From an optimization exercise on the open Yosys and OpenROAD flow, aimed at small area and a short achievable clock period; shortcuts taken in it are not production practice. In this exercise RTL edits were held to simulation tests only and were not proved equivalent to the original. No activity file was given, so power comes from the tool's default toggle rates.

### design/flow/config.mk
export PLATFORM = sky130hd
export DESIGN_NAME = cnn_accelerator
export DESIGN_NICKNAME = cnn_accelerator
export VERILOG_FILES = /design/flow/design.v
export SDC_FILE = /design/flow/constraint.sdc
export NUM_CORES = 4
export LEC_CHECK = 0
export ABC_CLOCK_PERIOD_IN_PS = 2050
export CAP_MARGIN = 20
export CORE_MARGIN = 2
export CORE_UTILIZATION = 65
export SETUP_SLACK_MARGIN = 3.95
export SLEW_MARGIN = 20
### design/flow/run.sh
#!/bin/bash
# synth_recipe.tcl (not shown) runs the flow's synth.tcl, then flattens the netlist and writes it again
# the make line also repeats each setting of config.mk as NAME=value (left out here)
make -C /OpenROAD-flow-scripts/flow DESIGN_CONFIG=/design/flow/config.mk WORK_HOME=/design/flow/orfs CLKGATE_MAP_FILE= SYNTH_SCRIPT=/design/flow/synth_recipe.tcl finish
### design/flow/constraint.sdc
create_clock -name core_clock -period 6.0 [get_ports {clk}]
set_input_delay 1.2000 -clock core_clock [delete_from_list [all_inputs] [get_ports {clk}]]
set_output_delay 1.2000 -clock core_clock [all_outputs]
set_load 0.01 [all_outputs]
### design/flow/design.v
module kernel_rom (
    input [1:0] kernel_size,
    input [5:0] addr,
    output [4:0] wcode
);
    localparam [4:0] W0  = 5'b00000,
                     WP1 = 5'b00001, WN1 = 5'b01001,
                     WP2 = 5'b00010, WN2 = 5'b01010,
                     WP4 = 5'b00100, WN4 = 5'b01100,
                     WP3 = 5'b10001, WP6 = 5'b10010;
    reg [4:0] w0, w1;
    always @(*) begin
        case (addr)  
            0, 6: w0 = WP1;
            1, 7: w0 = W0;
            2, 8: w0 = WN1;
            3, 5: w0 = WP2;
            4: w0 = W0;
            default: w0 = WN2;
        endcase
        case (addr)  
            0, 4, 20, 24: w1 = WP1;
            1, 3, 21, 23: w1 = WP2;
            2, 22: w1 = WP4;
            5, 15: w1 = WP3;
            10, 14: w1 = WP6;
            6, 18: w1 = WN1;
            7, 17: w1 = WN2;
            8, 16: w1 = WN4;
            default: w1 = W0;
        endcase
    end
    wire [4:0] w2 = addr[0] ? WN1 : WP1;  
    assign wcode = kernel_size == 2'd0 ? w0 :
                   kernel_size == 2'd1 ? w1 :
                   kernel_size == 2'd2 ? w2 : W0;
endmodule
module pe (
    input [15:0] acc,
    input [10:0] term,
    input dbl,
    input neg,
    output [15:0] sum,
    output c6,
    output c11
);
    wire sgn = term[10];
    wire [10:0] a = acc[10:0];
    wire [10:0] b = term;
    wire [10:0] c = dbl ? {term[9:0], 1'b0} : 11'd0;
    wire [10:0] s = a ^ b ^ c;
    wire [10:0] k = (a & b) | (a & c) | (b & c);
    wire [11:0] y = {k, neg};
    assign {c6, sum[5:0]} = {1'b0, s[5:0]} + {1'b0, y[5:0]};
    assign {c11, sum[10:6]} = {1'b0, s[10:6]} + {1'b0, y[10:6]};
    wire [2:0] d = {2'b00, k[10]} - {2'b00, sgn} - {2'b00, dbl & sgn};
    assign sum[15:11] = acc[15:11] + {{2{d[2]}}, d};
endmodule
module resolve (
    input [15:0] x,
    input c6,
    input c11,
    output [15:0] s
);
    wire [4:0] m = x[10:6];
    wire [4:0] cm;
    assign cm[0] = c6;
    genvar i;
    generate
        for (i = 1; i < 5; i = i + 1) begin : mc
            assign cm[i] = c6 & (&m[i-1:0]);
        end
    endgenerate
    wire mo = c6 & (&m);
    wire [4:0] h = x[15:11];
    wire both = mo & c11;
    wire one = mo ^ c11;
    wire [4:0] t1;
    assign t1[0] = one;
    generate
        for (i = 1; i < 5; i = i + 1) begin : hc
            assign t1[i] = one & (&h[i-1:0]);
        end
    endgenerate
    wire [4:0] h1 = h ^ t1;
    wire [4:0] t2;
    assign t2[0] = 1'b0;
    assign t2[1] = both;
    generate
        for (i = 2; i < 5; i = i + 1) begin : hd
            assign t2[i] = both & (&h1[i-1:1]);
        end
    endgenerate
    assign s = {h1 ^ t2, m ^ cm, x[5:0]};
endmodule
module systolic_array (
    input clk,
    input reset,
    input [1:0] kernel_size,
    input [7:0] pixel_in,
    output [1:0] level
);
    reg [5:0] index;
    reg run_q, live_q, wrp_q;
    reg [1:0] lvl_q;
    reg [9:0] term_q;
    reg neg_q, dbl_q;
    reg [15:0] ps_q;
    reg ps_c6, ps_c11;
    reg signed [15:0] ps_d;
    wire [4:0] wcode;
    kernel_rom kr (.kernel_size(kernel_size), .addr(index), .wcode(wcode));
    wire run = (kernel_size == 2'b00 && index < 9) ||
               (kernel_size == 2'b01 && index < 25) ||
               (kernel_size == 2'b10 && index < 49);
    wire [9:0] px = {{2{pixel_in[7]}}, pixel_in};
    wire [9:0] sh = ({10{wcode[0]}} & px) | ({10{wcode[1]}} & {px[8:0], 1'b0}) |
                    ({10{wcode[2]}} & {px[7:0], 2'b0});
    wire [9:0] term_d = sh ^ {10{wcode[3]}};
    wire [15:0] ps_full;
    resolve rs (.x(ps_q), .c6(ps_c6), .c11(ps_c11), .s(ps_full));
    wire [15:0] partial_sum = run_q ? ps_full : 16'd0;
    wire [15:0] pe_sum;
    wire c6, c11;
    pe pe_inst (.acc(ps_d), .term({term_q[9], term_q}), .dbl(dbl_q), .neg(neg_q),
                .sum(pe_sum), .c6(c6), .c11(c11));
    wire gt200 = ps_d > 16'sd200;
    wire gt500 = ps_d > 16'sd500;
    wire gt1000 = ps_d > 16'sd1000;
    assign level = wrp_q ? {gt500, gt1000 | (gt200 & ~gt500)} : lvl_q;
    always @(posedge clk) begin
        term_q <= term_d;
        neg_q <= wcode[3];
        dbl_q <= wcode[4];
        ps_q <= pe_sum;
        ps_c6 <= c6;
        ps_c11 <= c11;
        ps_d <= partial_sum;
    end
    always @(posedge clk or posedge reset) begin
        if (reset) begin
            index <= 0;
            run_q <= 0;
            live_q <= 0;
            wrp_q <= 0;
            lvl_q <= 0;
        end else begin
            live_q <= 1'b1;
            run_q <= run & live_q;
            wrp_q <= !run;
            lvl_q <= level;
            if (run)
                index <= index + 1;
            else
                index <= 0;
        end
    end
endmodule
module cnn_accelerator (
    input clk,
    input reset,
    input [7:0] pixel_in,
    input [1:0] kernel_size,
    output reg detected
);
    wire [1:0] lvl;
    systolic_array sa (
        .clk(clk),
        .reset(reset),
        .kernel_size(kernel_size),
        .pixel_in(pixel_in),
        .level(lvl)
    );
    always @(posedge clk or posedge reset) begin
        if (reset)
            detected <= 0;
        else begin
            case (kernel_size)
                2'b00: detected <= |lvl;
                2'b01: detected <= lvl[1];
                2'b10: detected <= &lvl;
                default: detected <= 0;
            endcase
        end
    end
endmodule
==> impl_metrics.toml, run 1 <==
[die]
start_util_pct = 68.0
ios = 13
dieArea_mm2 = 0.00559
rows = 25
die_y_um = 74.8
die_w_um = 74.8
fp.coreArea_mm2 = 0.00479

[drt]
drt_iter0_markers = 111
firstDrtPassIters = 5
antenna_left = 0
wirelength_um = 6810
drc = 0
vias = 2420
avgRoutedWirePerCell_um = 15.7
via_per_inst = 5.56

[clock_tree]
numCtsBuffers = 9
hold_buffers = 0
cts.sinks = 58
cts_tree = "done"
path_clk_slew_ns = 0.07
cts_buffer_depth = 2
htreeDepth = 3
cts_root_buf = "clkbuf_8"
insertion_delay_ns = 0.34

[timing]
whs_ns = 0.433
finalSetupViolCount = 0
hold_violations = 0
timing.final.crit_share_pct = 35.3
tns_ns = 0
fmax_mhz = 472
clock_skew_ns = 0.00451
finalMaxSlewViolations = 0
grt_setup_unrepaired = "true"
period_needed_ns = 2.12

[layout]
final_area_mm2 = 0.00413
diodes = 0
fin_nets = 416
drive_gt1_share_pct = 31.0
postLayoutCoreUtil_pct = 86.4
filler_cell_count = 261
area_delta_synth_final_pct = 27.0

[synthesis]
yosysWarnings = 3
ys.flop_type = "dfxtp_1"
synth_top_family_by_area = "adder cells"
synth_mux_area_share_pct = 1.54
synth_cells = 321
synth_nets = 374
ys_types = 54
synth_compound_area_share_pct = 14.0
synthAdderAreaFrac_pct = 18.8
synth_area_leaders = "dfxtp_1 (28%), ha_1 (11%), dfrtp_1 (9.2%), fa_1 (7.4%), and2_1 (4.8%)"
yosysSeqAreaShare_pct = 37.5
synth-edff-count = 0
synth-seq-cells = 58
yosys.area_share.xor_xnor_pct = 9.15
synth_area_mm2 = 0.00325
avgSynthCellArea_um2 = 10.1
synth.top_cell.area_share_pct = 28.3
async_reset_ff_share_pct = 20.7
synth.largest_area_cell = "dfxtp_1"
synth_most_common_cell = "dfxtp_1"
yosys-top-cells-count = "dfxtp_1 (46), ha_1 (29), inv_1 (26)"
synth-simple-area-share_pct = 14.1

[global_route]
grt-ovfl-total = 0
track_usage_pct = 25.5
antenna_found_initial = 0
grt_pass1_wl_um = 10400
grt_max_degree = 19
grt_pass1_vias = 2353

[worst_setup_path]
start_kind = "flip-flop"
crit_path_end_kind = "flip-flop"
required_ns = 6.27
cpMaxStageDelayCell = "fa_2"
crit_arrival_ns = 2.40
critPathKind = "flip-flop to flip-flop"
cp_max_fo = 7
timing.critical_path.mode_cell = "a21oi_2"
crit_chain = "and2_4, fa_2, ha_1, a21o_1, a21oi_2, o21bai_1, a21oi_2, xnor2_1"
crit_path_max_incr_delay_ns = 0.55

[placed_design]
place.gp.congestion = 0.830
hpwlAfterDp_um = 4060
placed_area_mm2 = 0.00344
port_buffers = 12

[power]
power_mw = 1.57
ir_drop_uv = 260
leakage_nw = 1.76
power_density_mw_per_mm2 = 379

[min_path]
min_path_type = "flip-flop to flip-flop"

[outcome]
status = "no timing/DRC/antenna violations"

[flow_run]
max-cap-violations = 0
[layer usage]
metal  global-route usage, %  vias to the layer above  share of wire [%]  wire length [um]
li1                        -                     1189                  -                 -
met5                       0                        -                  0                 0
met1                    30.7                     1170                 44              3010
met3                    8.43                       15                3.2               221
met4                    10.9                        0                2.1               144
met2                    42.0                       46                 50              3440
[cell type report]
class / count / area, um2 / share of cell area [%]
timing repair buffer: 39 / 350 / 8.48
clock inverter: 4 / 22.5 / 0.545
clock buffer: 12 / 176 / 4.27
tap: 67 / 83.8 / 2.03
multi-input combinational: 229 / 2160 / 52.2
inverter: 26 / 100 / 2.42
sequential: 58 / 1240 / 30.1
[where the power goes]
| group | switching, mW | internal (mW) |
|---|---|---|
| Clock | 0.154 | 0.195 |
| Combinational | 0.285 | 0.311 |
| Sequential | 0.103 | 0.517 |
| Total | 0.543 | 1.02 |
[logic make-up (layout without fill, tap and decap cells)]
family,after synthesis,after routing
buffers and inverters,34,81
and+or+nand+nor,85,85
xor gates and xnor gates,34,34
DFF,58,58
adders and majority gates,42,42
AOI/OAI and AO/OA,62,62
other,1,1
muxes,5,5
[placed cells by master, fill, tap and decap left out, types with 3 or more instances in the layout]
master,Yosys,final
nand3_1,5,4
nand2b_1,3,3
inv_2,0,6
xor2_1,17,16
nand2_1,11,9
ha_4,0,8
dfxtp_1,46,40
inv_1,26,19
o21ai_1,2,4
ha_1,29,18
dfrtp_2,0,4
a222oi_1,6,6
nor2_2,1,4
clkbuf_8,0,11
fa_1,12,8
a21oi_1,13,5
buf_4,2,21
nor2_1,19,15
and2_1,25,23
dfrtp_1,12,7
ha_2,0,3
a21o_1,6,6
xnor2_1,17,17
nor2b_1,4,3
clkinv_2,0,3
dfxtp_2,0,4
fa_2,0,4
buf_2,2,3
buf_12,0,3
nor3_1,4,3
o211ai_1,10,10
mux2i_1,5,5
a21oi_2,0,8
clkdlybuf4s50_1,0,9
[critical path: cells and delay by family (launching register included)]
| family | cells | cell delay, ns |
|---|---|---|
| AO/OA/AOI/OAI | 4 | 0.62 |
| XOR/XNOR | 1 | 0.12 |
| adder cells (fa/ha/maj) | 2 | 0.78 |
| flip-flops | 1 | 0.37 |
| AND/OR/NAND/NOR | 1 | 0.14 |
[registers in the layout (all words and copies together) (netlist names), 2 cells and up]
name / count
sa.ps_d: 16
sa.term_q: 10
sa.index: 6
sa.lvl_q: 2
sa.ps_q: 16
[repair_timing]
action / CTS / global route
setup buffers: 16 / 11
gates resized for setup: 58 / 26
endpoints found under the setup margin: 31 / 31
pin swaps: 28 / 29
[stage by stage]
step           setup WS, ns  std cells
2_1_floorplan          3.69        321
3_3_place_gp           2.96        392
3_5_place_dp           2.87        392
4_1_cts                3.82        424
5_1_grt                3.75        435
6_report               3.88        435
[worst paths after layout]
check	start	endpoint	slack (ns)	depth (start not counted)
worst min-delay path	sa.ps_q[2]$_DFF_P_	sa.ps_d[2]$_SDFF_PN0_	0.43	1
max in group asynchronous	reset	sa.index[4]$_DFF_PP0_	4.47	2
min in group asynchronous	reset	sa.run_q$_DFF_PP0_	1.17	2
worst max register to register	sa.dbl_q$_SDFF_PP0_	sa.ps_q[5]$_DFF_P_	3.88	8
worst max-delay path	sa.dbl_q$_SDFF_PP0_	sa.ps_q[5]$_DFF_P_	3.88	8
worst min register to register	sa.ps_q[2]$_DFF_P_	sa.ps_d[2]$_SDFF_PN0_	0.43	1
==> inputs of run 2 (changes only) <==
--- a/design/flow/config.mk
+++ b/design/flow/config.mk
@@ -7,3 +7,3 @@
 export LEC_CHECK = 0
-export ABC_CLOCK_PERIOD_IN_PS = 2050
+export ABC_CLOCK_PERIOD_IN_PS = 2400
 export CAP_MARGIN = 20
@@ -11,3 +11,3 @@
 export CORE_UTILIZATION = 65
-export SETUP_SLACK_MARGIN = 3.95
+export SETUP_SLACK_MARGIN = 3.6
 export SLEW_MARGIN = 20
==> run 2 against run 1 <==
Against the previous run: largest cell class unchanged; sequential share of layout area is 3.2 points higher; sequential power down 2%; critical path depth shrank 1; register-to-register slack got worse by 0.15 ns; fmax is 6.4% lower; hold slack better by 0.0012 ns; area after synthesis is the same; die area unchanged; non-clock buffer count fell by 24; highest routed layer unchanged.
==> impl_metrics.toml, run 2 <==
[power]
switching_share_pct = 34.2
power_frac_comb_pct = 33.7
leakage_nw = 1.63
power_density_mw_per_mm2 = 386
p_int_mw = 0.939
p_clk_share_pct = 23.5
ir_drop_uv = 261
seq_power_share_pct = 42.8
p_switching_mw = 0.488

[min_path]
worstHoldStart = "sa.ps_q[5]$_DFF_P_"
holdPathEnd = "sa.ps_d[5]$_SDFF_PN0_"
min_path_type = "flip-flop to flip-flop"
hold_depth = 1

[layout]
postLayoutCoreUtil_pct = 77.2
top_regs = "sa.ps_d (16), sa.ps_q (16), sa.term_q (10)"
final_cell_mix = "dfxtp_1 (44), ha_1 (27), inv_1 (25), and2_1 (25)"
stdcell_count = 412
area_delta_synth_final_pct = 13.5
diodes = 0
fin_nets = 393
drive_gt1_share_pct = 12.8
final_common_cell = "dfxtp_1"

[synthesis]
async_reset_ff_share_pct = 20.7
synth-seq-cells = 58
synth_area_leaders = "dfxtp_1 (28%), ha_1 (11%), dfrtp_1 (9.2%), fa_1 (7.4%), and2_1 (4.8%)"
synth_area_mm2 = 0.00325
synth_nets = 374
ys_types = 54
avgSynthCellArea_um2 = 10.1
ys.flop_type = "dfxtp_1"
synth-edff-count = 0
synth_most_common_cell = "dfxtp_1"
synth.top_cell.area_share_pct = 28.3
synth_cells = 321
yosys-top-cells-count = "dfxtp_1 (46), ha_1 (29), inv_1 (26)"
synth.largest_area_cell = "dfxtp_1"
yosysWarnings = 3
yosysSeqAreaShare_pct = 37.5

[worst_setup_path]
critPathKind = "flip-flop to flip-flop"
r2r_cells = 7
required_ns = 6.26
start_kind = "flip-flop"
cp_max_fo = 15
timing.rr.end = "sa.term_q[0]$_DFF_P_"
rrSetupSlack_ns = 3.73
reg2reg_from = "sa.index[2]$_DFF_PP0_"
crit_arrival_ns = 2.53
crit_path_end_kind = "flip-flop"

[die]
ios = 13
die_y_um = 74.8
start_util_pct = 68.0
die_w_um = 74.8
fp.coreArea_mm2 = 0.00479
rows = 25
dieArea_mm2 = 0.00559

[timing]
fmax_mhz = 441
grt_setup_unrepaired = "false"
timing.slew.headroom_pct = 58.2
finalMaxSlewViolations = 0
hold_violations = 0
period_needed_ns = 2.27
finalSetupViolCount = 0
whs_ns = 0.434
timing.final.crit_share_pct = 37.8
tightestPinTransition_ns = 0.627
clock_skew_ns = 0.00633
tns_ns = 0

[global_route]
grt_pass1_wl_um = 10000
track_usage_pct = 24.5
grt-ovfl-total = 0
antenna_found_initial = 0
grt_max_degree = 19
grt_pass1_vias = 2294

[clock_tree]
path_clk_slew_ns = 0.07
cts.sinks = 58
insertion_delay_ns = 0.34
hold_buffers = 0
numCtsBuffers = 9
cts_root_buf = "clkbuf_8"
cts_buffer_depth = 2
cts_tree = "done"
htreeDepth = 3

[drt]
vias = 2297
wirelength_um = 6040
avgRoutedWirePerCell_um = 14.7
detailroute.wirelength.met2_um = 2810
met1_length_um = 2810
drt_iter0_markers = 103
top_layer = "met4"
antenna_left = 0
via_per_inst = 5.58
drc = 0
firstDrtPassIters = 5
met3WireLength_um = 240

[placed_design]
hpwlAfterDp_um = 4270
place.gp.congestion = 0.907
placedCellCount = 392
port_buffers = 12

[outcome]
status = "no timing/DRC/antenna violations"

[flow_run]
max-cap-violations = 0
[run 2: how the worst max path moves through the flow]
stage	start	end	slack (ns)
after floorplan	kernel_size[0]	sa.term_q[2]$_DFF_P_	3.62
after global placement	kernel_size[0]	sa.term_q[5]$_DFF_P_	2.94
after detailed placement	kernel_size[0]	sa.term_q[2]$_DFF_P_	2.89
after CTS	sa.ps_c6$_DFF_P_	sa.ps_d[15]$_SDFF_PN0_	3.61
after global routing	sa.index[2]$_DFF_PP0_	sa.term_q[3]$_DFF_P_	3.59
final	sa.index[2]$_DFF_PP0_	sa.term_q[0]$_DFF_P_	3.73
[run 2: power groups by stage]
stage / combinational (mW) / sequential, mW / clock (mW)
2_1_floorplan: 0.374 / 0.584 / 0
3_3_place_gp: 0.435 / 0.612 / 0
3_5_place_dp: 0.451 / 0.615 / 0
4_1_cts: 0.466 / 0.607 / 0.342
5_1_grt: 0.550 / 0.627 / 0.353
6_report: 0.481 / 0.610 / 0.336
[run 2: routing by layer]
| metal | vias to the layer above | GRT usage [%] |
|---|---|---|
| li1 | 1140 | - |
| met1 | 1094 | 30.3 |
| met2 | 50 | 39.6 |
| met3 | 13 | 6.02 |
| met4 | 0 | 13.1 |
| met5 | - | 0 |
[run 2: layout make-up]
class	count	area (um2)
clock buffers	14	173
well taps	67	83.8
inverters	26	97.6
clock inverters	2	10.0
multi-input cells	230	1960
fillers	333	1090
repair buffers	15	144
flip-flops and latches	58	1230
[run 2: critical path, cell delays in order, from the launching register on]
cell and delay [ns]:
dfrtp_1 0.62, inv_1 0.24, ha_1 0.26, a311oi_1 0.36, o21ai_1 0.15, a32oi_4 0.22, buf_12 0.18, xor2_1 0.17
[run 2: timing repair]
item,in CTS,in global routing
endpoints found under the hold margin,0,0
cloned,0,1
resized for setup,11,21
setup endpoints to repair,22,15
setup buffers,1,2
pin swaps,7,6
[run 2: cells by family after synthesis]
family	Yosys count	synth area share (%)
other cells	1	0.115
xor+xnor	34	9.15
mux	5	1.54
compound gates	62	14.0
simple gates	85	14.1
buf+inv	34	4.69
fa+ha+maj	42	18.8
flops	58	37.5
[run 2: stage by stage]
stage / worst slack (ns) / power [mW] / area (um2)
2_1_floorplan: 3.62 / 0.958 / 3250
3_3_place_gp: 2.94 / 1.05 / 3400
3_5_place_dp: 2.89 / 1.07 / 3400
4_1_cts: 3.61 / 1.42 / 3630
5_1_grt: 3.59 / 1.53 / 3690
6_report: 3.73 / 1.43 / 3690
==> inputs of run 3 (changes only) <==
--- a/design/flow/config.mk
+++ b/design/flow/config.mk
@@ -7,3 +7,3 @@
 export LEC_CHECK = 0
-export ABC_CLOCK_PERIOD_IN_PS = 2400
+export ABC_CLOCK_PERIOD_IN_PS = 2200
 export CAP_MARGIN = 20
@@ -11,3 +11,3 @@
 export CORE_UTILIZATION = 65
-export SETUP_SLACK_MARGIN = 3.6
+export SETUP_SLACK_MARGIN = 3.8
 export SLEW_MARGIN = 20
==> run 3 against run 2 <==
Against the previous run: still clean; cell count up 1.5%; synthesized cell count did not move; global-route usage is 0.32 points lower; hold slack about the same; register-to-register slack improved by 0.13 ns; fmax rose by 4.0%; utilization is 2.6 points higher; non-clock buffer count rose by 9; first-iteration DRC count shrank 19%; critical path depth shrank 1; sequential share of layout area shrank 0.87 points; wire length is 0.35% higher; highest routed layer unchanged.
==> impl_metrics.toml, run 3 <==
[synthesis]
synth.largest_area_cell = "dfxtp_1"
ys_types = 54
synth_most_common_cell = "dfxtp_1"
synth_nets = 374
yosys-top-cells-count = "dfxtp_1 (46), ha_1 (29), inv_1 (26)"
synth-edff-count = 0
synth_area_leaders = "dfxtp_1 (28%), ha_1 (11%), dfrtp_1 (9.2%), fa_1 (7.4%), and2_1 (4.8%)"
yosysWarnings = 3
synth-seq-cells = 58
synth_area_mm2 = 0.00325
ys.flop_type = "dfxtp_1"
synth_cells = 321
synth.top_cell.area_share_pct = 28.3
async_reset_ff_share_pct = 20.7
avgSynthCellArea_um2 = 10.1
yosysSeqAreaShare_pct = 37.5

[global_route]
track_usage_pct = 24.2
grt_pass1_wl_um = 9920
grt_pass1_vias = 2249
antenna_found_initial = 0
grt-ovfl-total = 0
grt_max_degree = 19

[worst_setup_path]
critPathKind = "input pin to flip-flop"
cp_max_fo = 9
reg2reg_from = "sa.term_q[9]$_DFF_P_"
crit_path_end_kind = "flip-flop"
crit_arrival_ns = 2.45
start_kind = "input pin"
crit_start = "kernel_size[0]"
required_ns = 6.27

[layout]
final_area_mm2 = 0.00382
diodes = 0
fin_nets = 401
drive_gt1_share_pct = 19.4
filler_cell_count = 318
top_regs = "sa.ps_d (16), sa.ps_q (16), sa.term_q (10)"
final_cell_mix = "dfxtp_1 (41), inv_1 (25), and2_1 (25), ha_1 (25)"
area_delta_synth_final_pct = 17.3
final_common_cell = "dfxtp_1"

[timing]
clock_skew_ns = 0.00403
hold_violations = 0
period_needed_ns = 2.18
timing.final.crit_share_pct = 36.3
fmax_mhz = 459
tns_ns = 0
grt_setup_unrepaired = "true"
finalMaxSlewViolations = 0
finalSetupViolCount = 0

[die]
fp.coreArea_mm2 = 0.00479
die_w_um = 74.8
start_util_pct = 68.0
rows = 25
die_y_um = 74.8
dieArea_mm2 = 0.00559
ios = 13

[clock_tree]
htreeDepth = 3
cts_root_buf = "clkbuf_8"
cts_tree = "done"
hold_buffers = 0
insertion_delay_ns = 0.34
cts.sinks = 58
path_clk_slew_ns = 0.06
numCtsBuffers = 9
cts_buffer_depth = 2

[power]
leakage_nw = 1.67
power_density_mw_per_mm2 = 370
ir_drop_uv = 214
power_mw = 1.41

[flow_run]
max-cap-violations = 0

[placed_design]
place.gp.congestion = 0.905
hpwlAfterDp_um = 4300
port_buffers = 12
placed_area_mm2 = 0.00341

[drt]
via_per_inst = 5.60
antenna_left = 0
drc = 0
drt_iter0_markers = 83
firstDrtPassIters = 5
wirelength_um = 6060
vias = 2339
avgRoutedWirePerCell_um = 14.5

[outcome]
status = "no timing/DRC/antenna violations"

[min_path]
worstHoldStart = "sa.ps_q[2]$_DFF_P_"
min_path_type = "flip-flop to flip-flop"
==> run 3: cell types whose count changed in the layout (fill, tap and decap cells not counted), moves of 3 or more <==
cell	change
dfxtp_2	+3
dfxtp_1	-3
dfrtp_1	-3
dfrtp_2	+3
buf_4	+8
==> run 3: final timing paths <==
path / cells after the start / to / slack, ns
min: 1 / sa.ps_d[2]$_SDFF_PN0_ / 0.43
max: 6 / sa.term_q[5]$_DFF_P_ / 3.82
min reg2reg: 1 / sa.ps_d[2]$_SDFF_PN0_ / 0.43
max in group asynchronous: 2 / sa.index[3]$_DFF_PP0_ / 4.48
min in group asynchronous: 2 / sa.index[1]$_DFF_PP0_ / 1.17
max reg2reg: 11 / sa.ps_q[15]$_DFF_P_ / 3.86
==> run 3: final cells by class <==
type,count,area [um2],share of cell area [%]
flip-flops and latches,58,1240,32.4
multi-input cells,229,2020,52.8
inverters,26,97.6,2.56
repair buffers,24,225,5.90
clock buffers,10,138,3.61
clock inverters,4,20.0,0.524
well taps,67,83.8,2.20
==> run 3: repair_timing <==
action	CTS	global route
pin swaps	9	13
setup endpoints to repair	28	26
gates cloned	0	0
buffers inserted	6	6
resized for setup	34	25
==> run 3: power breakdown <==
group          switching, mW  internal [mW]
Combinational          0.242          0.257
Sequential            0.0986          0.516
Clock                  0.145          0.153
==> run 3: logic make-up after synthesis <==
kind of cell / Yosys count / synth area share (%)
compound gates: 62 / 14.0
xor+xnor: 34 / 9.15
fa+ha+maj: 42 / 18.8
buf+inv: 34 / 4.69
flops: 58 / 37.5
mux: 5 / 1.54
other cells: 1 / 0.115
simple gates: 85 / 14.1
==> run 3: per-stage QoR <==
stage | util [%] | hold slack (ns) | worst slack (ns) | cells
floorplan | - | 0.412 | 3.69 | 321
global placement | 71.3 | 0.414 | 2.95 | 392
detailed placement | 71.3 | 0.420 | 2.87 | 392
CTS | 77.6 | 0.436 | 3.81 | 412
global route | 79.8 | 0.449 | 3.76 | 418
finish | 79.8 | 0.434 | 3.82 | 418
==> run 3: critical path: stages <==
cell and delay (ns):
buf_12 0.12, nor3_4 0.20, o211ai_1 0.16, o211a_4 0.21
a222oi_1 0.38, xor2_1 0.18
==> run 3: per-layer routing <==
| metal | share of wire, % | wire length, um | GRT usage, % | vias up |
|---|---|---|---|---|
| li1 | - | - | - | 1154 |
| met1 | 45 | 2700 | 29.5 | 1115 |
| met2 | 49 | 2960 | 39.4 | 55 |
| met3 | 4.2 | 256 | 8.97 | 15 |
| met4 | 2.3 | 138 | 8.73 | 0 |
| met5 | 0 | 0 | 0 | - |
==> inputs of run 4 (changes only) <==
--- a/design/flow/config.mk
+++ b/design/flow/config.mk
@@ -11,2 +11,3 @@
 export CORE_UTILIZATION = 65
+export CTS_BUF_LIST = sky130_fd_sc_hd__clkbuf_4
 export SETUP_SLACK_MARGIN = 3.8
==> run 4 against run 3 <==
Against the previous run: total power is 4.7% lower; critical path type unchanged; still clean on timing, DRC and antenna; highest routed layer unchanged; sequential share of layout area is 0.34 points higher; clock power is 29% lower; sequential cell count unchanged.
==> impl_metrics.toml, run 4 <==
[synthesis]
synth.largest_area_cell = "dfxtp_1"
synth.top_cell.area_share_pct = 28.3
ys_types = 54
synth-edff-count = 0
synth_nets = 374
yosys-top-cells-count = "dfxtp_1 (46), ha_1 (29), inv_1 (26)"
synth_area_leaders = "dfxtp_1 (28%), ha_1 (11%), dfrtp_1 (9.2%), fa_1 (7.4%), and2_1 (4.8%)"
avgSynthCellArea_um2 = 10.1
synth_mux_area_share_pct = 1.54
synth-seq-cells = 58
synth_compound_area_share_pct = 14.0
synth_area_mm2 = 0.00325
yosys.area_share.xor_xnor_pct = 9.15
yosysWarnings = 3
synth-simple-area-share_pct = 14.1
synth_most_common_cell = "dfxtp_1"
synth_top_family_by_area = "adder cells"
ys.flop_type = "dfxtp_1"
synthAdderAreaFrac_pct = 18.8
async_reset_ff_share_pct = 20.7
yosysSeqAreaShare_pct = 37.5
synth_cells = 321

[drt]
via_per_inst = 5.65
avgRoutedWirePerCell_um = 14.6
vias = 2367
antenna_left = 0
drc = 0
firstDrtPassIters = 6
wirelength_um = 6130
drt_iter0_markers = 149

[worst_setup_path]
crit_path_end_kind = "flip-flop"
cp_top_family = "compound AO/OA/AOI/OAI gates"
crit_path_max_incr_delay_ns = 0.36
crit_chain = "buf_6, nor3_4, o211ai_1, o211a_4, a222oi_1, xor2_1"
required_ns = 6.33
crit_arrival_ns = 2.49
cp.depth = 6
r2r_cells = 11
path_buf_inv = 1
start_kind = "input pin"
critPathKind = "input pin to flip-flop"
cp_max_fo = 9
cpMaxStageDelayCell = "a222oi_1"

[clock_tree]
numCtsBuffers = 9
cts_root_buf = "clkbuf_4"
htreeDepth = 3
cts_tree = "done"
cts.sinks = 58
cts_buffer_depth = 2
insertion_delay_ns = 0.40
hold_buffers = 0
path_clk_slew_ns = 0.09

[global_route]
grt_max_degree = 19
antenna_found_initial = 0
grt_pass1_vias = 2219
grt-ovfl-total = 0
grt_pass1_wl_um = 9670
track_usage_pct = 23.6

[placed_design]
hpwlAfterDp_um = 4300
place.gp.congestion = 0.905
pre_cts_ws_ns = 2.87
port_buffers = 12

[min_path]
hold_depth = 1
min_path_type = "flip-flop to flip-flop"

[outcome]
status = "no timing/DRC/antenna violations"

[layout]
area_delta_synth_final_pct = 16.4
fin_nets = 402
final_common_cell = "dfxtp_1"
drive_gt1_share_pct = 21.9
final_cell_mix = "dfxtp_1 (40), and2_1 (24), inv_1 (23), ha_1 (23)"
top_regs = "sa.ps_d (16), sa.ps_q (16), sa.term_q (10)"
diodes = 0

[flow_run]
max-cap-violations = 0

[timing]
period_needed_ns = 2.16
hold_violations = 0
finalSetupViolCount = 0
grt_setup_unrepaired = "false"
clock_skew_ns = 0.00619
fin_ws_ns = 3.84
timing.final.crit_share_pct = 35.9
tns_ns = 0
finalMaxSlewViolations = 0
fmax_mhz = 464

[die]
fp.coreArea_mm2 = 0.00479
ios = 13
dieArea_mm2 = 0.00559
die_y_um = 74.8
start_util_pct = 68.0
rows = 25
die_w_um = 74.8

[power]
ir_drop_uv = 222
power_mw = 1.35
power_density_mw_per_mm2 = 355
leakage_nw = 1.64
## run 4: per-stage QoR
| stage | util, % | instance area, um2 | hold slack [ns] | instances |
|---|---|---|---|---|
| after floorplan | - | 3270 | 0.412 | 321 |
| after global placement | 71.3 | 3410 | 0.414 | 392 |
| after detailed placement | 71.3 | 3410 | 0.420 | 392 |
| after CTS | 75.5 | 3610 | 0.444 | 412 |
| after global routing | 79.2 | 3790 | 0.457 | 419 |
| final | 79.2 | 3790 | 0.441 | 419 |
## run 4: logic make-up (layout without fill, tap and decap cells)
logic type,count (synthesis),in the layout
buffers and inverters,34,65
AO/OA/AOI/OAI,62,62
other,1,1
adder cells (fa/ha/maj),42,42
XOR/XNOR,34,34
multiplexers,5,5
AND/OR/NAND/NOR,85,85
flip-flops,58,58
## run 4: final timing paths
kind,startpoint,endpoint,slack [ns]
max,kernel_size[0],sa.term_q[5]$_DFF_P_,3.84
min,sa.ps_q[2]$_DFF_P_,sa.ps_d[2]$_SDFF_PN0_,0.44
max reg2reg,sa.term_q[9]$_DFF_P_,sa.ps_q[15]$_DFF_P_,3.86
min reg2reg,sa.ps_q[2]$_DFF_P_,sa.ps_d[2]$_SDFF_PN0_,0.44
max in group asynchronous,reset,sa.index[3]$_DFF_PP0_,4.56
min in group asynchronous,reset,sa.index[1]$_DFF_PP0_,1.10
## run 4: cell type report
cell class / count / area [um2]
timing repair buffer: 25 / 216
multi-input combinational: 229 / 2060
sequential: 58 / 1240
clock inverter: 5 / 23.8
clock buffer: 9 / 67.6
inverter: 26 / 97.6
tap: 67 / 83.8
fill: 328 / 997
## run 4: what timing repair did
action / in CTS / in global routing
setup endpoints to repair: 28 / 27
buffers inserted: 6 / 7
pin swaps: 10 / 21
gates resized for setup: 35 / 34
## run 4: metal layers
metal	vias to the layer above	track usage, %	share of wire, %
li1	1161	-	-
met1	1131	28.6	45
met2	59	38.7	49
met3	16	7.76	4.1
met4	0	9.72	2.1
met5	-	0	0
## run 4: where the power goes
part / switching (mW) / internal (mW)
Combinational: 0.251 / 0.266
Clock: 0.134 / 0.0763
Sequential: 0.101 / 0.516
Total: 0.486 / 0.859
==> inputs of run 5 (changes only) <==
--- a/design/flow/config.mk
+++ b/design/flow/config.mk
@@ -12,2 +12,3 @@
 export CTS_BUF_LIST = sky130_fd_sc_hd__clkbuf_4
+export PLACE_DENSITY = 0.8
 export SETUP_SLACK_MARGIN = 3.8
==> run 5 against run 4 <==
Against the previous run: still clean; area after synthesis unchanged; critical path depth up 1; via count down 0.89%; critical endpoint unchanged; wire length up 2.6%; sequential share of layout area down 0.41 points; cell count up 1.2%; combinational power up 2%; register-to-register slack about the same.
==> impl_metrics.toml, run 5 <==
[outcome]
status = "no timing/DRC/antenna violations"

[min_path]
hold_depth = 1
holdPathEnd = "sa.ps_d[5]$_SDFF_PN0_"
min_path_type = "flip-flop to flip-flop"
worstHoldStart = "sa.ps_q[5]$_DFF_P_"

[worst_setup_path]
start_kind = "input pin"
critPathKind = "input pin to flip-flop"
required_ns = 6.35
r2r_cells = 8
crit_arrival_ns = 2.48
rrSetupSlack_ns = 3.87
cp_max_fo = 9
crit_path_end_kind = "flip-flop"
reg2reg_from = "sa.dbl_q$_SDFF_PP0_"
timing.rr.end = "sa.ps_q[5]$_DFF_P_"

[placed_design]
placed_area_mm2 = 0.00341
hpwlAfterDp_um = 4320
place.gp.congestion = 0.893
port_buffers = 12

[layout]
final_common_cell = "dfxtp_1"
final_area_mm2 = 0.00383
top_regs = "sa.ps_d (16), sa.ps_q (16), sa.term_q (10)"
drive_gt1_share_pct = 22.4
area_delta_synth_final_pct = 17.8
diodes = 0
fin_nets = 406
final_cell_mix = "dfxtp_1 (40), and2_1 (25), inv_1 (23)"

[clock_tree]
cts_root_buf = "clkbuf_4"
hold_buffers = 0
htreeDepth = 3
cts_buffer_depth = 2
insertion_delay_ns = 0.41
numCtsBuffers = 9
path_clk_slew_ns = 0.10
cts_tree = "done"
cts.sinks = 58

[power]
leakage_nw = 1.66
ir_drop_uv = 235
power_mw = 1.41
power_density_mw_per_mm2 = 367

[timing]
hold_violations = 0
tns_ns = 0
fmax_mhz = 469
finalSetupViolCount = 0
timing.final.crit_share_pct = 35.6
period_needed_ns = 2.13
finalMaxSlewViolations = 0
whs_ns = 0.439
grt_setup_unrepaired = "true"
clock_skew_ns = 0.0132

[drt]
firstDrtPassIters = 4
antenna_left = 0
vias = 2346
avgRoutedWirePerCell_um = 14.8
drt_iter0_markers = 109
via_per_inst = 5.53
wirelength_um = 6280
drc = 0

[synthesis]
synth_area_leaders = "dfxtp_1 (28%), ha_1 (11%), dfrtp_1 (9.2%), fa_1 (7.4%), and2_1 (4.8%)"
synth.largest_area_cell = "dfxtp_1"
synth-edff-count = 0
yosysWarnings = 3
synth_cells = 321
synth_most_common_cell = "dfxtp_1"
synth.top_cell.area_share_pct = 28.3
avgSynthCellArea_um2 = 10.1
ys_types = 54
yosysSeqAreaShare_pct = 37.5
synth_nets = 374
synth-seq-cells = 58
synth_area_mm2 = 0.00325
yosys-top-cells-count = "dfxtp_1 (46), ha_1 (29), inv_1 (26)"
async_reset_ff_share_pct = 20.7
ys.flop_type = "dfxtp_1"

[die]
ios = 13
rows = 25
dieArea_mm2 = 0.00559
die_w_um = 74.8
start_util_pct = 68.0
fp.coreArea_mm2 = 0.00479
die_y_um = 74.8

[global_route]
grt_pass1_vias = 2279
grt_pass1_wl_um = 9850
grt_max_degree = 19
grt-ovfl-total = 0
track_usage_pct = 23.8
antenna_found_initial = 0

[flow_run]
max-cap-violations = 0
## run 5: cell types whose count changed in the layout (fill, tap and decap cells not counted), sizes merged
cell,before,now
buf,14,16
clkinv,5,3
clkinvlp,0,2
bufinv,0,1
clkbuf,11,12
o21ai,9,10
## run 5: cell families (layout without fill, tap and decap cells)
| logic type | Yosys count | count (layout) | share of synthesized area [%] |
|---|---|---|---|
| compound gates | 62 | 63 | 14.0 |
| fa+ha+maj | 42 | 42 | 18.8 |
| mux | 5 | 5 | 1.54 |
| flops | 58 | 58 | 37.5 |
| simple gates | 85 | 85 | 14.1 |
| xor+xnor | 34 | 34 | 9.15 |
| other cells | 1 | 1 | 0.115 |
| buf+inv | 34 | 69 | 4.69 |
## run 5: area by class of cell
type / count / area [um2]
Clock buffer: 9 / 67.6
Clock inverter: 6 / 58.8
Fill cell: 312 / 953
Inverter: 26 / 97.6
Multi-Input combinational cell: 230 / 2040
Sequential cell: 58 / 1240
Tap cell: 67 / 83.8
Timing Repair Buffer: 28 / 241
## run 5: timing repair
item	CTS	global route
pin swaps	8	18
gates resized for setup	33	30
setup endpoints to repair	28	27
gates cloned	1	0
setup buffers	5	11
## run 5: worst max path at each step
stage | from | end | slack [ns]
floorplan | kernel_size[0] | sa.term_q[3]$_DFF_P_ | 3.69
global placement | kernel_size[0] | sa.term_q[4]$_DFF_P_ | 2.95
detailed placement | kernel_size[0] | sa.term_q[2]$_DFF_P_ | 2.90
CTS | kernel_size[0] | sa.term_q[2]$_DFF_P_ | 3.78
global route | sa.term_q[9]$_DFF_P_ | sa.ps_q[15]$_DFF_P_ | 3.72
finish | kernel_size[0] | sa.term_q[5]$_DFF_P_ | 3.87
## run 5: worst max-delay path, cell delays in order
cell      delay [ns]
clkbuf_4        0.17
nor3_4          0.06
buf_4           0.15
a31oi_4         0.20
o21ai_4         0.11
a222oi_1        0.41
xor2_1          0.17
## run 5: metal layers
metal | global-route usage (%) | part of all wire (%) | up-vias
met5 | 0 | 0 | -
met4 | 8.73 | 1.5 | 0
met3 | 8.17 | 3.9 | 9
met2 | 40.1 | 51 | 51
met1 | 28.4 | 44 | 1113
li1 | - | - | 1173
## run 5: power breakdown
group / leakage (nW) / internal [mW] / switching [mW]
logic: 1.06 / 0.271 / 0.256
clock network: 0.0652 / 0.122 / 0.142
registers: 0.532 / 0.516 / 0.101
total: 1.66 / 0.909 / 0.499
## run 5: metrics by stage
stage / std cells / setup WS [ns] / utilization, %
global placement: 392 / 2.95 / 71.3
floorplan: 321 / 3.69 / -
detailed placement: 392 / 2.90 / 71.3
CTS: 413 / 3.78 / 76.5
global route: 424 / 3.72 / 80.1
finish: 424 / 3.87 / 80.1
==> inputs of run 6 (changes only) <==
--- a/design/flow/config.mk
+++ b/design/flow/config.mk
@@ -12,4 +12,4 @@
 export CTS_BUF_LIST = sky130_fd_sc_hd__clkbuf_4
-export PLACE_DENSITY = 0.8
 export SETUP_SLACK_MARGIN = 3.8
 export SLEW_MARGIN = 20
+export TNS_END_PERCENT = 5
==> run 6 against run 5 <==
Against the previous run: still clean on timing, DRC and antenna; cell count decreased by 0.94%; global-route usage grew 0.32 points; worst setup slack worse by 0.073 ns; hold slack improved by 0.0061 ns; sequential power hardly changed; critical endpoint is now sa.term_q[9]$_DFF_P_; largest cell class unchanged; highest routed layer unchanged.
==> impl_metrics.toml, run 6 <==
[outcome]
status = "no timing/DRC/antenna violations"

[die]
start_util_pct = 68.0
die_w_um = 74.8
dieArea_mm2 = 0.00559
rows = 25
die_y_um = 74.8
ios = 13
fp.coreArea_mm2 = 0.00479

[layout]
drive_gt1_share_pct = 19.5
fin_nets = 401
area_delta_synth_final_pct = 17.2
ff_latch_area_mm2 = 0.00124
diodes = 0
final_common_cell = "dfxtp_1"
filler_cell_count = 326
top_regs = "sa.ps_d (16), sa.ps_q (16), sa.term_q (10)"
final_cell_mix = "dfxtp_1 (40), and2_1 (25), inv_1 (23), ha_1 (23)"
postLayoutCoreUtil_pct = 79.7
multi_input_area_mm2 = 0.00202
stdcell_count = 420

[synthesis]
synth.largest_area_cell = "dfxtp_1"
synth_cells = 321
synth_most_common_cell = "dfxtp_1"
synth-seq-cells = 58
avgSynthCellArea_um2 = 10.1
async_reset_ff_share_pct = 20.7
ys.flop_type = "dfxtp_1"
ys_types = 54
synth_nets = 374
synth-edff-count = 0
synth_area_leaders = "dfxtp_1 (28%), ha_1 (11%), dfrtp_1 (9.2%), fa_1 (7.4%), and2_1 (4.8%)"
yosysWarnings = 3
synth_area_mm2 = 0.00325
yosys-top-cells-count = "dfxtp_1 (46), ha_1 (29), inv_1 (26)"
synth.top_cell.area_share_pct = 28.3
yosysSeqAreaShare_pct = 37.5

[min_path]
worstHoldStart = "sa.ps_q[3]$_DFF_P_"
min_path_type = "flip-flop to flip-flop"
hold_depth = 1
holdPathEnd = "sa.ps_d[3]$_SDFF_PN0_"

[timing]
hold_violations = 0
period_needed_ns = 2.21
timing.final.crit_share_pct = 36.8
whs_ns = 0.445
finalSetupViolCount = 0
clock_skew_ns = 0.0116
tightestPinTransition_ns = 0.657
grt_setup_unrepaired = "true"
timing.slew.headroom_pct = 56.2
tns_ns = 0
fmax_mhz = 453
finalMaxSlewViolations = 0

[power]
p_int_mw = 0.951
power_density_mw_per_mm2 = 380
ir_drop_uv = 222
switching_share_pct = 34.4
seq_power_share_pct = 42.5
p_clk_share_pct = 21.9
power_frac_comb_pct = 35.6
power_mw = 1.45
leakage_nw = 1.65
p_switching_mw = 0.499

[worst_setup_path]
r2r_cells = 7
critPathKind = "flip-flop to flip-flop"
crit_path_end_kind = "flip-flop"
cpMaxStageDelayCell = "dfrtp_1"
cp_max_fo = 15
reg2reg_from = "sa.index[4]$_DFF_PP0_"
crit_arrival_ns = 2.54
crit_path_max_incr_delay_ns = 0.78
rrSetupSlack_ns = 3.79
crit_chain = "nor2_2, and3_1, a311oi_1, o21ai_1, a32oi_4, buf_12, xor2_1"
timing.rr.end = "sa.term_q[9]$_DFF_P_"
cp_top_family = "flip-flops"
path_buf_inv = 1
start_kind = "flip-flop"
required_ns = 6.33

[global_route]
grt_pass1_wl_um = 9860
track_usage_pct = 24.2
grt_max_degree = 19
antenna_found_initial = 0
grt-ovfl-total = 0
grt_pass1_vias = 2251

[flow_run]
max-cap-violations = 0

[drt]
vias = 2322
antenna_left = 0
via_per_inst = 5.53
drt_iter0_markers = 88
firstDrtPassIters = 5
drc = 0
avgRoutedWirePerCell_um = 15.0
wirelength_um = 6320

[clock_tree]
cts_tree = "done"
cts_root_buf = "clkbuf_4"
numCtsBuffers = 9
htreeDepth = 3
path_clk_slew_ns = 0.10
insertion_delay_ns = 0.41
cts.sinks = 58
cts_buffer_depth = 2

[placed_design]
placedCellCount = 392
port_buffers = 12
place.gp.congestion = 0.905
hpwlAfterDp_um = 4190
-- run 6: cell counts after synthesis --
No cell type changed its count.
-- run 6: cell type report --
| class | instances | share of cell area, % |
|---|---|---|
| clock buffer | 10 | 1.97 |
| clock inverter | 6 | 2.13 |
| inverter | 26 | 2.56 |
| multi-input combinational | 229 | 53.0 |
| sequential | 58 | 32.5 |
| tap | 67 | 2.20 |
| timing repair buffer | 24 | 5.71 |
-- run 6: cells by family (layout without fill, tap and decap cells) --
kind of cell               Yosys count  count (layout)  synth area share (%)
and+or+nand+nor                     85              85                  14.1
DFF                                 58              58                  37.5
buffers and inverters               34              66                  4.69
xor gates and xnor gates            34              34                  9.15
other                                1               1                 0.115
muxes                                5               5                  1.54
adders and majority gates           42              42                  18.8
AOI/OAI and AO/OA                   62              62                  14.0
-- run 6: repair_timing --
item | CTS | global route
buffers inserted | 4 | 8
endpoints found under the setup margin | 28 | 27
resized for setup | 22 | 33
pin swaps | 5 | 16
hold buffers | 0 | 0
-- run 6: how the worst max path moves through the flow --
stage | startpoint | end | slack [ns] | cells after the start
5_1_grt | sa.index[4]$_DFF_PP0_ | sa.term_q[9]$_DFF_P_ | 3.73 | 7
3_3_place_gp | kernel_size[0] | sa.term_q[5]$_DFF_P_ | 2.94 | 5
6_report | sa.index[4]$_DFF_PP0_ | sa.term_q[9]$_DFF_P_ | 3.79 | 7
4_1_cts | sa.term_q[9]$_DFF_P_ | sa.ps_q[15]$_DFF_P_ | 3.76 | 11
2_1_floorplan | kernel_size[0] | sa.term_q[2]$_DFF_P_ | 3.65 | 6
3_5_place_dp | kernel_size[0] | sa.term_q[2]$_DFF_P_ | 2.90 | 5
-- run 6: per-stage QoR --
step | cell area, um2 | worst slack [ns]
final | 3810 | 3.79
after global routing | 3810 | 3.73
after CTS | 3660 | 3.76
after detailed placement | 3410 | 2.90
after global placement | 3410 | 2.94
after floorplan | 3260 | 3.65
-- run 6: power by group through the flow --
stage                     clock network [mW]  logic, mW  registers, mW
final                                  0.318      0.517          0.616
after floorplan                            0      0.375          0.584
after detailed placement                   0      0.453          0.615
after global routing                   0.340      0.585          0.632
after global placement                     0      0.435          0.612
after CTS                              0.324      0.474          0.608
-- run 6: layer usage --
layer	GRT usage [%]	up-vias	wire length, um
met5	0	-	0
met4	10.5	0	93
met3	7.76	8	258
met2	40.0	47	3200
met1	29.0	1106	2760
li1	-	1161	-
==> inputs of run 7 (changes only) <==
--- a/design/flow/config.mk
+++ b/design/flow/config.mk
@@ -12,4 +12,4 @@
 export CTS_BUF_LIST = sky130_fd_sc_hd__clkbuf_4
+export PLACE_DENSITY = 0.45
 export SETUP_SLACK_MARGIN = 3.8
 export SLEW_MARGIN = 20
-export TNS_END_PERCENT = 5
==> run 7 against run 6 <==
Against the previous run: count of clock-buffer cells in the layout down 1; utilization down 0.52 points; highest routed layer unchanged; clock skew down 0.0054 ns; still clean; design area down 0.66%; critical path depth down 1; clock power down 34%; largest power group unchanged; wire length down 3.0%; largest cell class unchanged; worst setup slack better by 0.052 ns.
==> impl_metrics.toml, run 7 <==
[outcome]
status = "no timing/DRC/antenna violations"

[layout]
final_cell_mix = "dfxtp_1 (40), and2_1 (24), inv_1 (23), ha_1 (23)"
drive_gt1_share_pct = 21.9
filler_cell_count = 328
final_common_cell = "dfxtp_1"
diodes = 0
area_delta_synth_final_pct = 16.4
top_regs = "sa.ps_d (16), sa.ps_q (16), sa.term_q (10)"
fin_nets = 402

[drt]
vias = 2367
drc = 0
via_per_inst = 5.65
firstDrtPassIters = 6
drt_iter0_markers = 149
antenna_left = 0
wirelength_um = 6130
avgRoutedWirePerCell_um = 14.6

[global_route]
grt_pass1_vias = 2219
antenna_found_initial = 0
track_usage_pct = 23.6
grt_pass1_wl_um = 9670
grt_max_degree = 19
grt-ovfl-total = 0

[clock_tree]
cts_tree = "done"
cts.sinks = 58
hold_buffers = 0
cts_root_buf = "clkbuf_4"
path_clk_slew_ns = 0.09
htreeDepth = 3
cts_buffer_depth = 2
insertion_delay_ns = 0.40
numCtsBuffers = 9

[power]
ir_drop_uv = 222
p_int_mw = 0.859
p_clk_share_pct = 15.7
p_switching_mw = 0.486
power_density_mw_per_mm2 = 355
leakage_nw = 1.64
power_frac_comb_pct = 38.5
seq_power_share_pct = 45.9
switching_share_pct = 36.1

[worst_setup_path]
path_buf_inv = 1
rrSetupSlack_ns = 3.86
reg2reg_from = "sa.term_q[9]$_DFF_P_"
cp_top_family = "compound AO/OA/AOI/OAI gates"
crit_path_end_kind = "flip-flop"
cp_max_fo = 9
cpMaxStageDelayCell = "a222oi_1"
crit_arrival_ns = 2.49
crit_path_max_incr_delay_ns = 0.36
start_kind = "input pin"
required_ns = 6.33
r2r_cells = 11
critPathKind = "input pin to flip-flop"
timing.rr.end = "sa.ps_q[15]$_DFF_P_"
crit_chain = "buf_6, nor3_4, o211ai_1, o211a_4, a222oi_1, xor2_1"

[synthesis]
avgSynthCellArea_um2 = 10.1
synth-seq-cells = 58
yosys-top-cells-count = "dfxtp_1 (46), ha_1 (29), inv_1 (26)"
synth.top_cell.area_share_pct = 28.3
async_reset_ff_share_pct = 20.7
synth-edff-count = 0
yosysWarnings = 3
ys.flop_type = "dfxtp_1"
yosysSeqAreaShare_pct = 37.5
synth_cells = 321
synth_area_mm2 = 0.00325
synth_nets = 374
synth_area_leaders = "dfxtp_1 (28%), ha_1 (11%), dfrtp_1 (9.2%), fa_1 (7.4%), and2_1 (4.8%)"
synth.largest_area_cell = "dfxtp_1"
ys_types = 54
synth_most_common_cell = "dfxtp_1"

[min_path]
worstHoldStart = "sa.ps_q[2]$_DFF_P_"
min_path_type = "flip-flop to flip-flop"
hold_depth = 1
holdPathEnd = "sa.ps_d[2]$_SDFF_PN0_"

[timing]
timing.final.crit_share_pct = 35.9
fmax_mhz = 464
clock_skew_ns = 0.00619
period_needed_ns = 2.16
grt_setup_unrepaired = "false"
finalSetupViolCount = 0
tns_ns = 0
whs_ns = 0.441
finalMaxSlewViolations = 0
hold_violations = 0

[placed_design]
hpwlAfterDp_um = 4300
place.gp.congestion = 0.905
port_buffers = 12

[die]
rows = 25
die_y_um = 74.8
ios = 13
fp.coreArea_mm2 = 0.00479
die_w_um = 74.8
dieArea_mm2 = 0.00559
start_util_pct = 68.0

[flow_run]
max-cap-violations = 0
-- run 7: cell counts after synthesis --
Identical to the previous run, type by type.
-- run 7: timing repair --
item / 4_1_cts / 5_1_grt
pin swaps: 10 / 21
setup buffers: 6 / 7
setup endpoints to repair: 28 / 27
gates resized for setup: 35 / 34
-- run 7: through the flow --
step	cells	util (%)	worst slack (ns)	cell area [um2]	total power, mW
after floorplan	321	-	3.69	3270	0.960
after global placement	392	71.3	2.95	3410	1.05
after detailed placement	392	71.3	2.87	3410	1.07
after CTS	412	75.5	3.80	3610	1.31
after global routing	419	79.2	3.75	3790	1.45
final	419	79.2	3.84	3790	1.35
-- run 7: power by group through the flow --
stage               clock network (mW)  registers (mW)  logic, mW
global placement                     0           0.613      0.434
floorplan                            0           0.584      0.376
global route                     0.233           0.633      0.583
finish                           0.211           0.617      0.517
detailed placement                   0           0.615      0.451
CTS                              0.219           0.611      0.476
-- run 7: worst max path at each step --
| stage | from | cells past startpoint | endpoint |
|---|---|---|---|
| after floorplan | kernel_size[0] | 6 | sa.term_q[3]$_DFF_P_ |
| after global placement | kernel_size[0] | 5 | sa.term_q[5]$_DFF_P_ |
| after detailed placement | kernel_size[0] | 5 | sa.term_q[8]$_DFF_P_ |
| after CTS | sa.dbl_q$_SDFF_PP0_ | 9 | sa.ps_c6$_DFF_P_ |
| after global routing | kernel_size[0] | 6 | sa.term_q[6]$_DFF_P_ |
| final | kernel_size[0] | 6 | sa.term_q[5]$_DFF_P_ |
-- run 7: cell families after synthesis --
kind of cell	after synthesis	share of synthesized area (%)
other	1	0.115
and+or+nand+nor	85	14.1
AOI/OAI and AO/OA	62	14.0
muxes	5	1.54
xor gates and xnor gates	34	9.15
adders and majority gates	42	18.8
DFF	58	37.5
buffers and inverters	34	4.69
-- run 7: cell type report --
type | count | area [um2] | share of cell area, %
clock buffers | 9 | 67.6 | 1.78
clock inverters | 5 | 23.8 | 0.627
inverters | 26 | 97.6 | 2.58
multi-input cells | 229 | 2060 | 54.4
flip-flops and latches | 58 | 1240 | 32.7
well taps | 67 | 83.8 | 2.21
repair buffers | 25 | 216 | 5.71
-- run 7: metal layers --
layer,GRT usage (%),up-vias,wire (um)
met3,7.76,16,253
met1,28.6,1131,2730
met4,9.72,0,127
li1,-,1161,-
met2,38.7,59,3020
met5,0,-,0
==> inputs of run 8 (changes only) <==
--- a/design/flow/config.mk
+++ b/design/flow/config.mk
@@ -12,4 +12,4 @@
 export CTS_BUF_LIST = sky130_fd_sc_hd__clkbuf_4
-export PLACE_DENSITY = 0.45
 export SETUP_SLACK_MARGIN = 3.8
 export SLEW_MARGIN = 20
+export TNS_END_PERCENT = 40
==> run 8 against run 7 <==
Against the previous run: sequential share of layout area shrank 0.40 points; largest cell class unchanged; hold slack gained 0.0054 ns; area after synthesis unchanged; still clean on timing, DRC and antenna; largest power group unchanged; global-route usage is 0.55 points lower; clock power grew 36%.
==> impl_metrics.toml, run 8 <==
[synthesis]
synth_area_leaders = "dfxtp_1 (28%), ha_1 (11%), dfrtp_1 (9.2%), fa_1 (7.4%), and2_1 (4.8%)"
yosysWarnings = 3
synth-edff-count = 0
avgSynthCellArea_um2 = 10.1
ys_types = 54
synth_mux_area_share_pct = 1.54
synth_compound_area_share_pct = 14.0
synthAdderAreaFrac_pct = 18.8
synth-simple-area-share_pct = 14.1
synth_top_family_by_area = "adder cells"
synth_cells = 321
yosys-top-cells-count = "dfxtp_1 (46), ha_1 (29), inv_1 (26)"
synth.top_cell.area_share_pct = 28.3
synth-seq-cells = 58
yosysSeqAreaShare_pct = 37.5
synth_most_common_cell = "dfxtp_1"
synth.largest_area_cell = "dfxtp_1"
async_reset_ff_share_pct = 20.7
synth_area_mm2 = 0.00325
synth_nets = 374
yosys.area_share.xor_xnor_pct = 9.15
ys.flop_type = "dfxtp_1"

[global_route]
track_usage_pct = 23.0
grt_pass1_vias = 2261
grt_max_degree = 19
grt_pass1_wl_um = 9540
antenna_found_initial = 0
grt-ovfl-total = 0

[drt]
antenna_left = 0
drc = 0
wirelength_um = 5950
avgRoutedWirePerCell_um = 14.1
vias = 2336
drt_iter0_markers = 121
firstDrtPassIters = 4
via_per_inst = 5.55

[timing]
clock_skew_ns = 0.0116
fmax_mhz = 466
fin_ws_ns = 3.85
tns_ns = 0
period_needed_ns = 2.15
timing.final.crit_share_pct = 35.8
finalMaxSlewViolations = 0
finalSetupViolCount = 0
grt_setup_unrepaired = "true"
hold_violations = 0

[worst_setup_path]
start_kind = "flip-flop"
crit_path_end_kind = "flip-flop"
rrSetupSlack_ns = 3.85
cp_max_fo = 11
required_ns = 6.33
crit_arrival_ns = 2.48
critPathKind = "flip-flop to flip-flop"

[power]
power_mw = 1.41
leakage_nw = 1.65
power_density_mw_per_mm2 = 370
ir_drop_uv = 264

[layout]
drive_gt1_share_pct = 19.8
multi_input_area_mm2 = 0.00205
final_common_cell = "dfxtp_1"
final_cell_mix = "dfxtp_1 (41), and2_1 (25), inv_1 (24), ha_1 (24)"
diodes = 0
filler_cell_count = 324
ff_latch_area_mm2 = 0.00124
area_delta_synth_final_pct = 17.5
postLayoutCoreUtil_pct = 79.9
top_regs = "sa.ps_d (16), sa.ps_q (16), sa.term_q (10)"
fin_nets = 402
stdcell_count = 421

[placed_design]
port_buffers = 12
placedCellCount = 392
place.gp.congestion = 0.963
hpwlAfterDp_um = 4220
pre_cts_ws_ns = 2.91

[outcome]
status = "no timing/DRC/antenna violations"

[die]
start_util_pct = 68.0
fp.coreArea_mm2 = 0.00479
rows = 25
dieArea_mm2 = 0.00559
die_w_um = 74.8
ios = 13
die_y_um = 74.8

[clock_tree]
cts_tree = "done"
numCtsBuffers = 9
hold_buffers = 0
insertion_delay_ns = 0.41
cts.sinks = 58
cts_root_buf = "clkbuf_4"
cts_buffer_depth = 2
path_clk_slew_ns = 0.11
htreeDepth = 3

[min_path]
min_path_type = "flip-flop to flip-flop"

[flow_run]
max-cap-violations = 0
==> run 8: cell types whose count changed in the layout (fill, tap and decap cells not counted), sizes merged <==
| cell | previous run | this run |
|---|---|---|
| clkinv | 5 | 2 |
| clkinvlp | 0 | 2 |
| inv | 26 | 28 |
| clkbuf | 11 | 12 |
| bufinv | 0 | 1 |
| buf | 14 | 13 |
==> run 8: worst max-delay path, stage by stage (launching register included) <==
cell,delay (ns)
dfrtp_2,0.44
ha_1,0.29
inv_1,0.09
ha_1,0.21
a311oi_1,0.34
o21ai_1,0.15
a32oi_4,0.23
buf_12,0.18
xor2_1,0.14
==> run 8: logic make-up after synthesis <==
group	Yosys count
buffers and inverters	34
xor gates and xnor gates	34
other	1
muxes	5
adders and majority gates	42
AOI/OAI and AO/OA	62
and+or+nand+nor	85
DFF	58
==> run 8: area by class of cell <==
type | instances | share of cell area (%)
sequential | 58 | 32.3
timing repair buffer | 25 | 5.63
clock buffer | 9 | 1.77
tap | 67 | 2.19
clock inverter | 7 | 2.03
multi-input combinational | 229 | 53.5
inverter | 26 | 2.55
==> run 8: worst paths after layout <==
kind,from,endpoint,cells past startpoint
max,sa.index[0]$_DFF_PP0_,sa.term_q[9]$_DFF_P_,8
min,sa.ps_q[0]$_DFF_P_,sa.ps_d[0]$_SDFF_PN0_,1
max reg2reg,sa.index[0]$_DFF_PP0_,sa.term_q[9]$_DFF_P_,8
min reg2reg,sa.ps_q[0]$_DFF_P_,sa.ps_d[0]$_SDFF_PN0_,1
max in group asynchronous,reset,sa.index[0]$_DFF_PP0_,2
min in group asynchronous,reset,sa.index[5]$_DFF_PP0_,2
==> run 8: stage by stage <==
stage	hold slack [ns]	area, um2
after floorplan	0.412	3270
after global placement	0.414	3410
after detailed placement	0.422	3410
after CTS	0.449	3650
after global routing	0.456	3820
final	0.446	3820
==> run 8: metal layers <==
metal  GRT usage [%]  up-vias  share of wire, %
met5               0        -                 0
met2            38.4       58                51
met3            7.90       13               4.3
met4            9.52        0               1.6
met1            27.2     1104                43
li1                -     1161                 -
==> run 8: report_power, final <==
part | switching, mW | internal (mW) | total [mW]
sequential | 0.102 | 0.515 | 0.618
clock | 0.157 | 0.130 | 0.286
combinational | 0.247 | 0.265 | 0.511
total | 0.505 | 0.909 | 1.41
==> run 8: timing repair <==
action,in CTS,in global routing
setup endpoints to repair,29,29
pin swaps,6,13
resized for setup,23,34
setup buffers,5,8
hold endpoints to repair,0,0
==> inputs of run 9 (changes only) <==
--- a/design/flow/config.mk
+++ b/design/flow/config.mk
@@ -7,3 +7,3 @@
 export LEC_CHECK = 0
-export ABC_CLOCK_PERIOD_IN_PS = 2200
+export ABC_CLOCK_PERIOD_IN_PS = 2300
 export CAP_MARGIN = 20
@@ -12,4 +12,3 @@
 export CTS_BUF_LIST = sky130_fd_sc_hd__clkbuf_4
-export SETUP_SLACK_MARGIN = 3.8
+export SETUP_SLACK_MARGIN = 3.7
 export SLEW_MARGIN = 20
-export TNS_END_PERCENT = 40
==> run 9 against run 8 <==
Against the previous run: cell count decreased by 1.7%; sequential share of layout area up 0.98 points; clock skew up 0.0024 ns; die area is the same; hold slack about the same; synthesized cell count unchanged; global-route usage about the same; critical endpoint is now sa.term_q[5]$_DFF_P_; highest routed layer unchanged; first-iteration DRC count grew 1.7%; combinational power is 4.3% lower; sequential cell count unchanged; via count down 2.7%; count of clock-buffer cells in the layout unchanged.
==> impl_metrics.toml, run 9 <==
[outcome]
status = "no timing/DRC/antenna violations"

[timing]
tns_ns = 0
finalSetupViolCount = 0
finalMaxSlewViolations = 0
timing.final.crit_share_pct = 37.4
tightestPinTransition_ns = 0.632
fmax_mhz = 445
period_needed_ns = 2.25
grt_setup_unrepaired = "true"
hold_violations = 0
clock_skew_ns = 0.0140
timing.slew.headroom_pct = 57.9

[power]
ir_drop_uv = 238
power_density_mw_per_mm2 = 374
leakage_nw = 1.62

[die]
ios = 13
die_w_um = 74.8
die_y_um = 74.8
fp.coreArea_mm2 = 0.00479
rows = 25
start_util_pct = 68.0
dieArea_mm2 = 0.00559

[clock_tree]
cts_tree = "done"
numCtsBuffers = 9
hold_buffers = 0
htreeDepth = 3
cts_root_buf = "clkbuf_4"
cts.sinks = 58
path_clk_slew_ns = 0.11
insertion_delay_ns = 0.41
cts_buffer_depth = 2

[drt]
wirelength_um = 5780
vias = 2274
drc = 0
via_per_inst = 5.49
avgRoutedWirePerCell_um = 14.0
drt_iter0_markers = 123
firstDrtPassIters = 4
antenna_left = 0

[synthesis]
synth_area_mm2 = 0.00325
yosys-top-cells-count = "dfxtp_1 (46), ha_1 (29), inv_1 (26)"
ys_types = 54
synth-edff-count = 0
yosysSeqAreaShare_pct = 37.5
synth-seq-cells = 58
avgSynthCellArea_um2 = 10.1
synth_area_leaders = "dfxtp_1 (28%), ha_1 (11%), dfrtp_1 (9.2%), fa_1 (7.4%), and2_1 (4.8%)"
async_reset_ff_share_pct = 20.7
synth.largest_area_cell = "dfxtp_1"
synth.top_cell.area_share_pct = 28.3
synth_most_common_cell = "dfxtp_1"
synth_nets = 374
yosysWarnings = 3
synth_cells = 321
ys.flop_type = "dfxtp_1"

[flow_run]
max-cap-violations = 0

[global_route]
antenna_found_initial = 0
grt_pass1_wl_um = 9560
track_usage_pct = 23.0
grt_max_degree = 19
grt-ovfl-total = 0
grt_pass1_vias = 2248

[worst_setup_path]
cp_max_fo = 8
crit_arrival_ns = 2.59
critPathKind = "input pin to flip-flop"
start_kind = "input pin"
required_ns = 6.34
crit_path_end_kind = "flip-flop"

[layout]
final_cell_mix = "dfxtp_1 (41), inv_1 (25), and2_1 (25)"
diodes = 0
fin_nets = 395
final_area_mm2 = 0.00370
drive_gt1_share_pct = 15.3
area_delta_synth_final_pct = 13.8
final_common_cell = "dfxtp_1"
top_regs = "sa.ps_d (16), sa.ps_q (16), sa.term_q (10)"

[placed_design]
hpwlAfterDp_um = 4240
placed_area_mm2 = 0.00341
port_buffers = 12
place.gp.congestion = 0.963

[min_path]
min_path_type = "flip-flop to flip-flop"
==> run 9: per-stage QoR <==
stage | setup WS, ns | hold WS, ns | utilization [%] | std cells | total power, mW
final | 3.75 | 0.446 | 77.4 | 414 | 1.39
after global routing | 3.62 | 0.463 | 77.4 | 414 | 1.50
after CTS | 3.71 | 0.449 | 75.6 | 411 | 1.37
after detailed placement | 2.90 | 0.422 | 71.2 | 392 | 1.06
after global placement | 2.96 | 0.414 | 71.2 | 392 | 1.05
after floorplan | 3.69 | 0.412 | - | 321 | 0.959
==> run 9: cell type report <==
| cell class | count | area (um2) |
|---|---|---|
| timing repair buffer | 18 | 171 |
| clock inverter | 7 | 77.6 |
| multi-input combinational | 229 | 1970 |
| clock buffer | 9 | 67.6 |
| sequential | 58 | 1230 |
| inverter | 26 | 97.6 |
| fill | 330 | 1080 |
| tap | 67 | 83.8 |
==> run 9: path summary, 6_finish.rpt <==
path | start | end | slack [ns] | depth (start not counted)
max in group asynchronous | reset | sa.index[0]$_DFF_PP0_ | 4.53 | 2
hold reg to reg | sa.ps_q[0]$_DFF_P_ | sa.ps_d[0]$_SDFF_PN0_ | 0.45 | 1
min in group asynchronous | reset | sa.index[5]$_DFF_PP0_ | 1.11 | 2
hold / removal | sa.ps_q[0]$_DFF_P_ | sa.ps_d[0]$_SDFF_PN0_ | 0.45 | 1
setup / recovery | kernel_size[1] | sa.term_q[5]$_DFF_P_ | 3.75 | 7
setup reg to reg | sa.dbl_q$_SDFF_PP0_ | sa.ps_c6$_DFF_P_ | 3.77 | 9
==> run 9: critical path, cell delays in order <==
cell	delay, ns
dlygate4sd2_1	0.27
inv_2	0.08
nor2_2	0.06
a31oi_2	0.25
o21ai_4	0.14
a222oi_1	0.42
xor2_1	0.17
==> run 9: cell families (layout without fill, tap and decap cells) <==
| family | count (synthesis) | in the layout | share of synthesized area [%] |
|---|---|---|---|
| xor gates and xnor gates | 34 | 34 | 9.15 |
| AOI/OAI and AO/OA | 62 | 62 | 14.0 |
| other | 1 | 1 | 0.115 |
| buffers and inverters | 34 | 60 | 4.69 |
| DFF | 58 | 58 | 37.5 |
| adders and majority gates | 42 | 42 | 18.8 |
| muxes | 5 | 5 | 1.54 |
| and+or+nand+nor | 85 | 85 | 14.1 |
==> run 9: layer usage <==
metal / vias up / share of wire [%] / global-route usage (%) / routed length (um)
li1: 1151 / - / - / -
met1: 1078 / 46 / 27.7 / 2670
met5: - / 0 / 0 / 0
met2: 39 / 50 / 37.5 / 2870
met3: 6 / 3.2 / 8.84 / 183
met4: 0 / 0.92 / 8.93 / 53
==> run 9: what timing repair did <==
item	4_1_cts	5_1_grt
setup buffers	3	3
pin swaps	4	5
gates resized for setup	14	23
setup endpoints to repair	24	23
==> run 9: power by group <==
part	switching (mW)	internal [mW]	leakage, nW
clock	0.157	0.130	0.0731
combinational	0.239	0.250	1.01
sequential	0.0957	0.515	0.533
total	0.492	0.895	1.62

Re-timed with assumed drivers on the ports (clkbuf_16 on the clock, buf_2 on other inputs), run 9 has 3.759 ns of setup slack against 3.754 ns with ideal ports, and 3.333 ns once port delays also move by the mid clock arrival of 0.426 ns.
